From an optimization exercise on the open Yosys and OpenROAD flow, aimed at small area and a short achievable clock period; shortcuts taken in it are not production practice. Function was checked by simulation only, so behaviour that the tests miss may differ from the original. Power figures rest on the tool's default switching activity, not on a simulated workload.

==> design.v <==
module ALU(
	   input      [31:0]	 a, b,
	   input      [2:0]	 alucont,
	   output reg [31:0]     result
);
	wire [31:0] b2, sum, slt;
	assign b2 = alucont[2] ? ~b : b;
	assign sum = a + b2 + alucont[2];
	assign slt = sum[31];
	always @(*)
		case(alucont[1:0])
		  2'b00: result = a & b;
		  2'b01: result = a | b;
		  2'b10: result = sum;
		  2'b11: result = slt;
		endcase
endmodule
module adder(input  [31:0] a, b,
	     output reg [31:0] sum);
	     always @(*) 
                   sum = a + b;
endmodule
module shift_left_2(input  [31:0] a,
		    output reg [31:0] b);
	always @(*)
              b = {a[29:0], 2'b00};
endmodule
module sign_ext(input  [15:0] a,
		output reg [31:0] b);
	always @(*)
              b = {{16{a[15]}}, a};
endmodule
module mux2_32
	(input  [31 : 0] d0, d1,
	 input              s,
	 output reg [31 : 0] y);
	always @(*)
              if (s == 1) y = d1;
              else y = d0;
endmodule
module mux2_5
	(input  [4 : 0] d0, d1,
	 input              s,
	 output reg [4 : 0] y);
	always @(*)
              if (s == 1) y = d1;
              else y = d0;
endmodule
module mux3_32
	(input [31 : 0] d0, d1, d2,
	 input [1:0] s,
	 output reg [31 : 0] y);
	always @(*)
              if (s[1] == 1) y = d2;
              else if (s[0] == 1) y = d1;
              else y = d0;
endmodule
module mux4_32
	(input [31 : 0] d0, d1, d2, d3,
	 input [1:0] s,
	 input stall,
	 output reg [31 : 0] y);
	always @(*)
              if (stall == 1) y = d3;
              else if (s[1] == 1) y = d2;
              else if (s[0] == 1) y = d1;
              else y = d0;
endmodule
module reg_file(input        clk,
		input [4:0]  addr1, addr2,
		output reg [31:0] rd_data1, rd_data2,
		input        write_en,
		input [4:0]  addr3,
		input [31:0] write_data);
	reg [31:0] regfile[31:0];
	always @(*)
              begin
                if (addr1 != 0) rd_data1 = regfile[addr1];
                else rd_data1 = 0;
                if (addr2 != 0) rd_data2 = regfile[addr2];
                else rd_data2 = 0;
              end
	always @(negedge clk)   
		if (write_en) regfile[addr3] <= write_data;
endmodule
module flopr_32
(
	input			clk, reset,
	input	    [31 : 0]	d,
	output  reg [31 : 0]	q);
	always @(posedge clk, posedge reset)
		if(reset) q <= 0;
		else q <= d;
endmodule
module flopr_5
(
	input			clk, reset,
	input	    [4 : 0]	d,
	output  reg [4 : 0]	q);
	always @(posedge clk, posedge reset)
		if(reset) q <= 0;
		else q <= d;
endmodule
module flopr_4
(
	input			clk, reset,
	input	    [3 : 0]	d,
	output  reg [3 : 0]	q);
	always @(posedge clk, posedge reset)
		if(reset) q <= 0;
		else q <= d;
endmodule
module flopr_2
(
	input			clk, reset,
	input	    [1 : 0]	d,
	output  reg [1 : 0]	q);
	always @(posedge clk, posedge reset)
		if(reset) q <= 0;
		else q <= d;
endmodule
module floprc_32
	(input clk, reset, clear,
	 input [31 : 0] d,
	 output reg [31 : 0] q);
	 always @(posedge clk, posedge reset)
	     begin
	         if(reset) q <= 0;
		 else if(clear) q <= 0;
		 else q <= d;
	     end
endmodule
module floprc_10
	(input clk, reset, clear,
	 input [9 : 0] d,
	 output reg [9 : 0] q);
	 always @(posedge clk, posedge reset)
	     begin
	         if(reset) q <= 0;
		 else if(clear) q <= 0;
		 else q <= d;
	     end
endmodule
module floprc_5
	(input clk, reset, clear,
	 input [4 : 0] d,
	 output reg [4 : 0] q);
	 always @(posedge clk, posedge reset)
	     begin
	         if(reset) q <= 0;
		 else if(clear) q <= 0;
		 else q <= d;
	     end
endmodule
module flopenr_32
	(input clk, reset, en,
	 input [31 : 0] d,
	 output reg [31 : 0] q);
	 always @(posedge clk, posedge reset)
	     begin
	         if(reset) q <= 0;
		 else if(en) q <= d;
	     end
endmodule
module flopenrc_32
	(input clk, reset, en, clear,
	 input [31 : 0] d,
	 output reg [31 : 0] q);
	always @(posedge clk, posedge reset)
	    begin
	        if(reset) q <= 0;
		else if(clear) q <= 0;
		else if(en) q <= d;
	    end
endmodule
module eqcmp
(
     input [31 : 0] a, b,
     output reg y
);
     always @(*)
           if (a == b) y = 1;
           else y = 0;
endmodule
module hazard
(
	input [4:0] rsD, rtD, rsE, rtE,
	input memtoregE, memtoregM,
	input regwriteE, regwriteM, regwriteW,
	input [4:0] writeregE, writeregM, writeregW,
	input branchD,
	output stallF, stallD, 
	output reg forwardAD, forwardBD,
	output reg [1:0] forwardAE, forwardBE,
	output flushE
);
	wire lwstallD, branchstallD;
	always @(*)
		begin						
			if ((rsE != 0) & (rsE == writeregM) & regwriteM) forwardAE = 2'b10;
			else if ((rsE != 0) & (rsE == writeregW) & regwriteW) forwardAE = 2'b01;
			else forwardAE = 2'b00;
			if ((rtE != 0) & (rtE == writeregM) & regwriteM) forwardBE = 2'b10;
			else if ((rtE != 0) & (rtE == writeregW) & regwriteW) forwardBE = 2'b01;
			else forwardBE = 2'b00;
                        if (rsD != 0 & rsD == writeregM & regwriteM) forwardAD = 1;
                        else forwardAD = 0;
                        if (rtD != 0 & rtD == writeregM & regwriteM) forwardBD = 1;
                        else forwardBD = 0;
		end
	assign lwstallD = (rsD == rtE | rtD == rtE) & memtoregE;
	assign branchstallD = branchD & (((rsD == writeregE | rtD == writeregE) & regwriteE) | ((rsD == writeregM | rtD == writeregM) & memtoregM)); 
	assign flushE = lwstallD | branchstallD;   
	assign stallD = flushE;  
	assign stallF = flushE;  
endmodule
module datapath
(	input clk, reset, accbypass, loadstartaddrW, loaddatasizeW,
	input [31:0] instrF,
	input [31:0] readdataM,
	input jumpD,
	input memtoregE, memtoregM, memtoregW,
	input pcsrcD,
	input branchD,
	input [2:0] alucontrolE,
	input alusrcE,
	input regdstE,
	input regwriteE, regwriteM, regwriteW,
	output equalD,
	output [31:0] pcF,
	output [31:0] aluoutM,
	output [31:0] writedataM,
	output [5:0] opD,
	output [5:0] functD,
	output flushE,
        output [31:0] fullinstruction,
        output reg [31:0] startaddr,
        output reg [31:0] datasize
);
	wire [31:0] pcplus4F, pcplus4D, pcbranchD, pcshD, pcnext;
	wire [31:0] instrD;
	wire [31:0] readdata1, readdata2;
	wire [31:0] resultW;
	wire [31:0] signimmD, signimmshD, signimmE;
	wire [31:0] aluoutE, aluoutW, srcaD, srcbD;
	wire [4:0] writeregE, writeregM, writeregW;
	wire [31:0] writedataE;
	wire [31:0] readdataW;
	wire [4:0] rsD, rtD, rdD, rsE, rtE, rdE;
	wire [31:0]srcaE, srcbE, srca2E, srcb2E, srcb3E;
	wire stallF, stallD;
	wire forwardAD, forwardBD;
	wire [1:0] forwardAE, forwardBE;
	wire flushD;
	assign rsD = instrD[25:21];
	assign rtD = instrD[20:16];
	assign rdD = instrD[15:11];
	assign opD = instrD[31:26];
	assign functD = instrD[5:0];
        assign fullinstruction = instrD[31:0];
	hazard h(rsD, rtD, rsE, rtE, memtoregE, memtoregM, regwriteE, regwriteM, regwriteW, 
	         writeregE, writeregM, writeregW, branchD, stallF, stallD, forwardAD, forwardBD,
		 forwardAE, forwardBE, flushE);
	reg_file rg(clk, rsD, rtD, readdata1, readdata2, regwriteW, writeregW, resultW);
	flopenr_32 pcreg(clk, reset, ~stallF, pcnext, pcF);
	assign flushD = jumpD | pcsrcD | accbypass;
	flopenrc_32 r1D(clk, reset, ~stallD, flushD, pcplus4F, pcplus4D);
	flopenrc_32 r2D(clk, reset, ~stallD, flushD, instrF, instrD);
	sign_ext se(instrD[15:0], signimmD);
	shift_left_2 sl1(signimmD, signimmshD);
	mux2_32 equalforwarda(readdata1, aluoutM, forwardAD, srcaD);
	mux2_32 equalforwardb(readdata2, aluoutM, forwardBD, srcbD);
	eqcmp eq(srcaD, srcbD, equalD);
	shift_left_2 sl2({6'b000000, instrD[25:0]}, pcshD);
	adder pcadder1(signimmshD, pcplus4D, pcbranchD);
	adder pcadder2(pcF, 32'b100, pcplus4F);
	mux4_32 pcmux(pcplus4F, pcbranchD, {pcplus4D[31:28], pcshD[27:0]}, pcF, {jumpD, pcsrcD}, accbypass, pcnext);
	floprc_32 r1E(clk, reset, flushE, readdata1, srcaE);
	floprc_32 r2E(clk, reset, flushE, readdata2, srcbE);
	floprc_5 r3E(clk, reset, flushE, rsD, rsE);
	floprc_5 r4E(clk, reset, flushE, rtD, rtE);
	floprc_5 r5E(clk, reset, flushE, rdD, rdE);
	floprc_32 r6E(clk, reset, flushE, signimmD, signimmE);
	mux2_5 writedst(rtE, rdE, regdstE, writeregE);
	mux3_32 srcamux(srcaE, resultW, aluoutM, forwardAE, srca2E);
	mux3_32 srcbmux1(srcbE, resultW, aluoutM, forwardBE, srcb2E);
	mux2_32 srcbmux2(srcb2E, signimmE, alusrcE, srcb3E);
	ALU alu(srca2E, srcb3E, alucontrolE, aluoutE);
	flopr_32 r1M(clk, reset, aluoutE, aluoutM);
	flopr_32 r2M(clk, reset, srcb2E, writedataM);
	flopr_5 r3M(clk, reset, writeregE, writeregM);
	flopr_32 r1W(clk, reset, readdataM, readdataW);
	flopr_32 r2W(clk, reset, aluoutM, aluoutW);
	flopr_5 r3W(clk, reset, writeregM, writeregW);
	mux2_32 relsultmux(aluoutW, readdataW, memtoregW, resultW);
        always @(posedge clk, posedge reset)
              if (reset)
              begin 
                startaddr <= 0;
                datasize <= 0;
              end
              else if (loadstartaddrW) startaddr <= readdataW;
              else if (loaddatasizeW) datasize <= readdataW;
endmodule
module controller
(
	input clk, reset, accdone,
	input [5:0] functD, opD,
	input flushE,
	input equalD,
        input [31:0] fullinstruction,
	output jumpD,
	output memtoregE, memtoregM, memtoregW,
	output memwriteM,
	output pcsrcD,
	output branchD,
	output [2:0] alucontrolE,
	output alusrcE,
	output regdstE,
	output regwriteE, regwriteM, regwriteW, accbypass,
        output [31:0] accfullinstruction,
        output loadstartaddrW,
        output loaddatasizeW
);
	wire [1:0] aluopD;
	wire regwriteD, memtoregD, memwriteD, alusrcD, regdstD;
	wire [2:0] alucontrolD;
	wire memwriteE;
        wire loadstartaddrD, loadstartaddrE, loadstartaddrM;
        wire loaddatasizeD, loaddatasizeE, loaddatasizeM;
	main_decode md(clk, reset, opD, accdone, fullinstruction, jumpD, memtoregD, memwriteD, branchD, aluopD, alusrcD, regdstD, regwriteD, accbypass, accfullinstruction, loadstartaddrD, loaddatasizeD);
	alu_decode  ad(functD, aluopD, alucontrolD);
	assign pcsrcD = branchD & equalD;
	floprc_10 regE(clk, reset, flushE, 
			{regwriteD, memtoregD, memwriteD, alucontrolD, alusrcD, regdstD, loadstartaddrD, loaddatasizeD}, 
			{regwriteE, memtoregE, memwriteE, alucontrolE, alusrcE, regdstE, loadstartaddrE, loaddatasizeE});
	flopr_5 regM(clk, reset, {regwriteE, memtoregE, memwriteE, loadstartaddrE, loaddatasizeE}, {regwriteM, memtoregM, memwriteM, loadstartaddrM, loaddatasizeM});
	flopr_4 regW(clk, reset, {regwriteM, memtoregM, loadstartaddrM, loaddatasizeM}, {regwriteW, memtoregW, loadstartaddrW, loaddatasizeW});
endmodule
module main_decode(input clk, reset,
                   input [5:0] op,
                   input accdone,
                   input [31:0] fullinstruction,
		   output jump,
		   output memtoreg,
		   output memwrite,
		   output branch,
		   output [1:0] aluop,
		   output alusrc,
		   output regdst,
		   output regwrite,
                   output reg accbypass,
                   output reg [31:0] accfullinstruction,
                   output reg loadstartaddr,
                   output reg loaddatasize);
	reg [8:0] controls;
	assign {regwrite, regdst, alusrc, branch, 
		memwrite,memtoreg, jump, aluop} = controls;
	always @(*)
              begin
		if (op == 6'b000000) 
                begin
                  controls = 9'b110000010;   
                  loadstartaddr = 0;
                  loaddatasize = 0;
                end
		else if (op == 6'b001000) 
                begin
                  controls = 9'b101000000;   
                  loadstartaddr = 0;
                  loaddatasize = 0;
                end
                else if (op == 6'b100011)
                begin
                  controls = 9'b101001000;   
                  loadstartaddr = 0;
                  loaddatasize = 0;
                end
                else if (op == 6'b101011)
                begin
                  controls = 9'b001010000;   
                  loadstartaddr = 0;
                  loaddatasize = 0;
                end
                else if (op == 6'b000100)
                begin
                  controls = 9'b000100001;   
                  loadstartaddr = 0;
                  loaddatasize = 0;
                end
                else if (op == 6'b000010)
                begin
                  controls = 9'b000000111;   
                  loadstartaddr = 0;
                  loaddatasize = 0;
                end
                else if (op == 6'b111110) 
                begin
                  controls = 9'b001001000;   
                  loadstartaddr = 1;
                  loaddatasize = 0;
                end
                else if (op == 6'b111101) 
                begin 
                  controls = 9'b001001000;   
                  loadstartaddr = 0;
                  loaddatasize = 1;
                end
                else if (op == 6'b111111)
                begin
                  controls = 9'b000000000;   
                  loadstartaddr = 0;
                  loaddatasize = 0;
                end
                else
                begin
                  controls = 9'b000000000;   
                  loadstartaddr = 0;
                  loaddatasize = 0;
                end
               end
         always @(negedge clk)
               begin
                 if (reset | accdone == 1)
                 begin
                   accbypass <= 0;
                   accfullinstruction <= 0;
                 end
                 else if (op == 6'b111111)
                 begin
                   accbypass <= 1;
                   accfullinstruction <= fullinstruction;
                 end
               end
endmodule
module alu_decode
(
	input  [5:0] funct,
	input  [1:0] aluop,
	output reg [2:0] alucontrol);
	always @(*)
		case(aluop)
		          2'b00 : alucontrol <= 3'b010;   
			  2'b01 : alucontrol <= 3'b110;   
			  default: 
			      case(funct)		  
			          6'b100000 : alucontrol <= 3'b010;   
			          6'b100010 : alucontrol <= 3'b110;   
			          6'b100100 : alucontrol <= 3'b000;   
			          6'b100101 : alucontrol <= 3'b001;   
			          6'b101010 : alucontrol <= 3'b111;   
			          default :   alucontrol <= 3'b010;   
			      endcase
		  endcase
endmodule
module acc
(
	input clk, reset,
        input accbypass,
        input [31:0] fullinstruction,
        output reg accbypassA,
        output reg [31:0] fullinstructionA
);
	reg countflag;
 	reg [1:0] count;
	always @(posedge clk)
	begin
	  if (reset | ~accbypass) 
          begin
            count <= 0;
	  end
	  else
          begin
            if (countflag) count <= count + 1;
            else count <= count;
          end
	end
        always @(posedge clk)
        if (reset | ~accbypass)
        begin
          fullinstructionA <= 0;
          accbypassA <= 0;
        end
        else if (countflag == 0)
        begin
          fullinstructionA <= fullinstruction;
          accbypassA <= accbypass;
        end
        else
        begin
          fullinstructionA <= 0;
          accbypassA <= 0;
        end
        always @(*)
        begin
          if (reset | ~accbypass) countflag = 1;
          else if (count == 2'b11) countflag = 0;
          else countflag = 1;
        end
endmodule
module mipspipelined
(
	input clk, reset, accdone,
	input [31:0] instrF,
	input [31:0] readdataM,
	output memwriteM,
	output [31:0] pcF,
	output [31:0] aluoutM,
	output [31:0] writedataM,
        output accbypassA,
        output [31:0] fullinstructionA,
        output [31:0] startaddrA,
        output [31:0] datasizeA
);	
	wire [5:0] opD, functD;
	wire flushE, equalD;
	wire memtoregE, memtoregM, memtoregW;
	wire pcsrcD, branchD;
	wire [2:0] alucontrolE;
	wire jumpD;
	wire alusrcE, regdstE, regwriteE, regwriteM, regwriteW;
        wire accbypass;
        wire [31:0] accfullinstruction;
        wire [31:0] fullinstruction;
        wire loadstartaddrW;
        wire loaddatasizeW;
	controller c(clk, reset, accdone, functD, opD, flushE, equalD, fullinstruction,
		     jumpD, memtoregE, memtoregM, memtoregW, memwriteM, 
                     pcsrcD, branchD, alucontrolE, alusrcE, 
                     regdstE, regwriteE, regwriteM, regwriteW, accbypass, accfullinstruction, loadstartaddrW, loaddatasizeW);
	datapath dp(clk, reset, accbypass, loadstartaddrW, loaddatasizeW, instrF, readdataM, jumpD, memtoregE, memtoregM, memtoregW,
		    pcsrcD, branchD, alucontrolE, alusrcE, regdstE, regwriteE, regwriteM, regwriteW,
		    equalD, pcF, aluoutM, writedataM, opD, functD, flushE, fullinstruction, startaddrA, datasizeA);
        acc a(clk, reset, accbypass, accfullinstruction, accbypassA, fullinstructionA);
endmodule
==> run.sh <==
#!/bin/bash
# synth_recipe.tcl (not shown) runs the flow's synth.tcl, then flattens the netlist and writes it again
# the make line also repeats each setting of config.mk as NAME=value (left out here)
make -C /OpenROAD-flow-scripts/flow DESIGN_CONFIG=/design/flow/config.mk WORK_HOME=/design/flow/orfs CLKGATE_MAP_FILE= SYNTH_SCRIPT=/design/flow/synth_recipe.tcl finish
==> config.mk <==
export PLATFORM = sky130hd
export DESIGN_NAME = mipspipelined
export DESIGN_NICKNAME = mipspipelined
export VERILOG_FILES = /design/flow/design.v
export SDC_FILE = /design/flow/constraint.sdc
export NUM_CORES = 4
export LEC_CHECK = 0
export CAP_MARGIN = 20
export CORE_MARGIN = 2
export CORE_UTILIZATION = 40
export SLEW_MARGIN = 20
==> constraint.sdc <==
create_clock -name core_clock -period 10.0 [get_ports {clk}]
set_input_delay 2.0000 -clock core_clock [delete_from_list [all_inputs] [get_ports {clk}]]
set_output_delay 2.0000 -clock core_clock [all_outputs]
set_load 0.01 [all_outputs]
==> flow_summary.toml <==
[sta]
fin_skew_ns = 0.0867
slew_viol_final = 0
worst_pin_slew_ns = 1.21
slew_headroom_pct = 17.1
setup_viol = 0
setup_tns_ns = 0
final-hold-violation-count = 0
hold_slack_ns = 0.347
rsz0062_at_grt = "false"

[route]
drtAntennaViolNets = 0
wl_per_cell_um = 29.4
drt-pass1-iter-count = 6
drc_errors = 0
vias = 53400
drtIter0Drc = 6327
routed_wl_um = 260000
avgViaCountPerCell = 6.05

[critical_path]
critical_path_class = "register to register"
cp-start-kind = "register"
crit_arrival_ns = 10.44
cp.required_ns = 10.75
path_max_fanout = 24
crit_path_end_kind = "register"

[cells_and_area]
nets = 6473
seqCellArea_mm2 = 0.0423
n_fill_cell = 15800
largest_reg_flops = 1024
fin_area_mm2 = 0.0873
area_delta_synth_final_pct = 21.2
multi_input_area_mm2 = 0.0280
top_register = "dp.rg.regfile"
final_layout_size_suffix_gt1_share_pct = 15.9

[clock_network]
clock_path_buffers = 3
cts_buffers = 165
cts_setup_buffers = 0
tritoncts = "yes"
clk_pin_slew_ns = 0.06
cts_hold_buf = 0
post_cts_resized = 0
htreeDepth = 4
clk_root_buffer_cell = "clkbuf_16"
insertion_delay_ns = 0.86
cts_sinks = 1499

[synthesis]
synth_flop_cell = "edfxtp_1"
synthTopCellsByCount = "edfxtp_1, dfrtp_1, mux4_2"
yosys_warnings = 23
syn_nets = 5175
ys_ff_latch = 1499
ys_seq_area_share_pct = 58.7
ys_types = 102
async_reset_ff_share_pct = 27.2
synth_most_common_cell = "edfxtp_1"
synthCells = 5045
yosysTopAreaCell = "edfxtp_1"
synth-edff-count = 1024
synth_area_leaders = "edfxtp_1, dfrtp_1, mux4_2"
syn_area_mm2 = 0.0721
syn_avg_cell_area_um2 = 14.3
synth.top_cell.area_share_pct = 42.7

[global_route]
grt_usage_pct = 27.8
grt_pass1_wl_um = 371000
grt_start_max_net_pins = 155
grt_overflow = 0
grt_pass1_vias = 54300
antenna_found_initial = 7

[worst_hold_path]
min-delay-path-class = "register to register"

[die]
ios = 261
die-area_mm2 = 0.184
fp-row-count = 155
coreArea_mm2 = 0.179
die_y_um = 428
die_w_um = 428
start_util_pct = 40.3

[power_and_ir_drop]
seqPwrFrac_pct = 40.9
powerDensity_mw_per_mm2 = 229
switching_share_pct = 33.5
ir_drop_v = 0.000191
p_leak_nw = 35.0
p_comb_share_pct = 18.8
power.switching_mw = 6.71
p_int_mw = 13.3
power.share.clock_pct = 40.3
p_total_mw = 20.0

[placed_design]
dpl_cell_area_mm2 = 0.0776
place_hpwl_um = 164000
routabilityCongestion = 0.973
io_buffers = 260

[status]
run_status = "finished clean"

[job]
maxCapViolations = 0
## logic make-up after synthesis
group	count (synthesis)	synth area share, %
adders and majority gates	94	1.54
AOI/OAI and AO/OA	965	9.23
and+or+nand+nor	1051	7.22
xor gates and xnor gates	168	2.04
DFF	1499	58.7
buffers and inverters	440	3.05
muxes	828	18.2
## metal layers
layer	wire, um	part of all wire (%)	vias to the layer above	global-route usage [%]
met3	27700	11	625	8.20
li1	-	-	22400	-
met4	13300	5.1	6	15.5
met5	66	0.025	-	0
met2	119000	46	3234	42.5
met1	99600	38	27200	35.4
## worst paths after layout
path | end | cells after the start | slack (ns) | startpoint
setup / recovery | dp.r1D.q[5] | 12 | 0.31 | dp.rg.regfile[28][17]
hold / removal | c.regM.q[0] | 0 | 0.35 | c.regE.q[0]
setup reg to reg | dp.r1D.q[5] | 12 | 0.31 | dp.rg.regfile[28][17]
hold reg to reg | c.regM.q[0] | 0 | 0.35 | c.regE.q[0]
max in group asynchronous | dp.pcreg.q[27] | 4 | 6.32 | reset
min in group asynchronous | dp.r2M.q[13] | 2 | 1.66 | reset
## critical path, cell delays in order (launching register included)
cell	delay [ns]
edfxtp_1	0.40
mux4_2	0.48
a22oi_1	0.33
nand4_1	0.56
o22ai_1	0.66
a222oi_1	0.19
o2111a_1	0.19
nand4_1	0.13
or4_4	0.29
o21ai_2	0.12
nor3_4	0.74
buf_4	0.38
o2bb2ai_1	0.15
## placed cells by master, fill, tap and decap left out, types with 61 or more instances in the layout
| cell type | count |
|---|---|
| nand3_1 | 100 |
| nand2_1 | 353 |
| dfxtp_1 | 68 |
| ha_1 | 61 |
| a21oi_1 | 170 |
| and2_1 | 71 |
| dfrtp_1 | 397 |
| mux4_2 | 378 |
| clkdlybuf4s50_1 | 260 |
| nor2_1 | 175 |
| edfxtp_1 | 1024 |
| a22oi_1 | 140 |
| xnor2_1 | 102 |
| inv_1 | 1167 |
| buf_4 | 153 |
| mux2_2 | 99 |
| a22o_1 | 82 |
| o21ai_0 | 169 |
| clkbuf_16 | 174 |
| xor2_1 | 66 |
| mux2i_1 | 350 |
## power groups by stage
stage	clock network [mW]	registers [mW]	logic [mW]
floorplan	0.625	8.07	2.10
global placement	0.625	8.26	3.63
detailed placement	0.625	8.26	3.68
CTS	8.20	8.18	3.69
global route	8.77	8.21	4.00
finish	8.07	8.19	3.75
## metrics by stage
step | setup WS (ns) | utilization, % | instances
after global placement | 0.467 | 43.4 | 7470
after global routing | 0.116 | 48.8 | 8832
final | 0.313 | 48.8 | 8840
after detailed placement | 0.495 | 43.4 | 7473
after floorplan | 0.368 | - | 5045
after CTS | 0.498 | 48.8 | 8829
## layout make-up
cell class	count	area share [%]
sequential	1499	48.5
tap	2355	3.37
multi-input combinational	3106	32.0
clock inverter	1171	5.98
clock buffer	186	5.07
timing repair buffer	430	4.71
inverter	84	0.365
antenna	9	0.0258
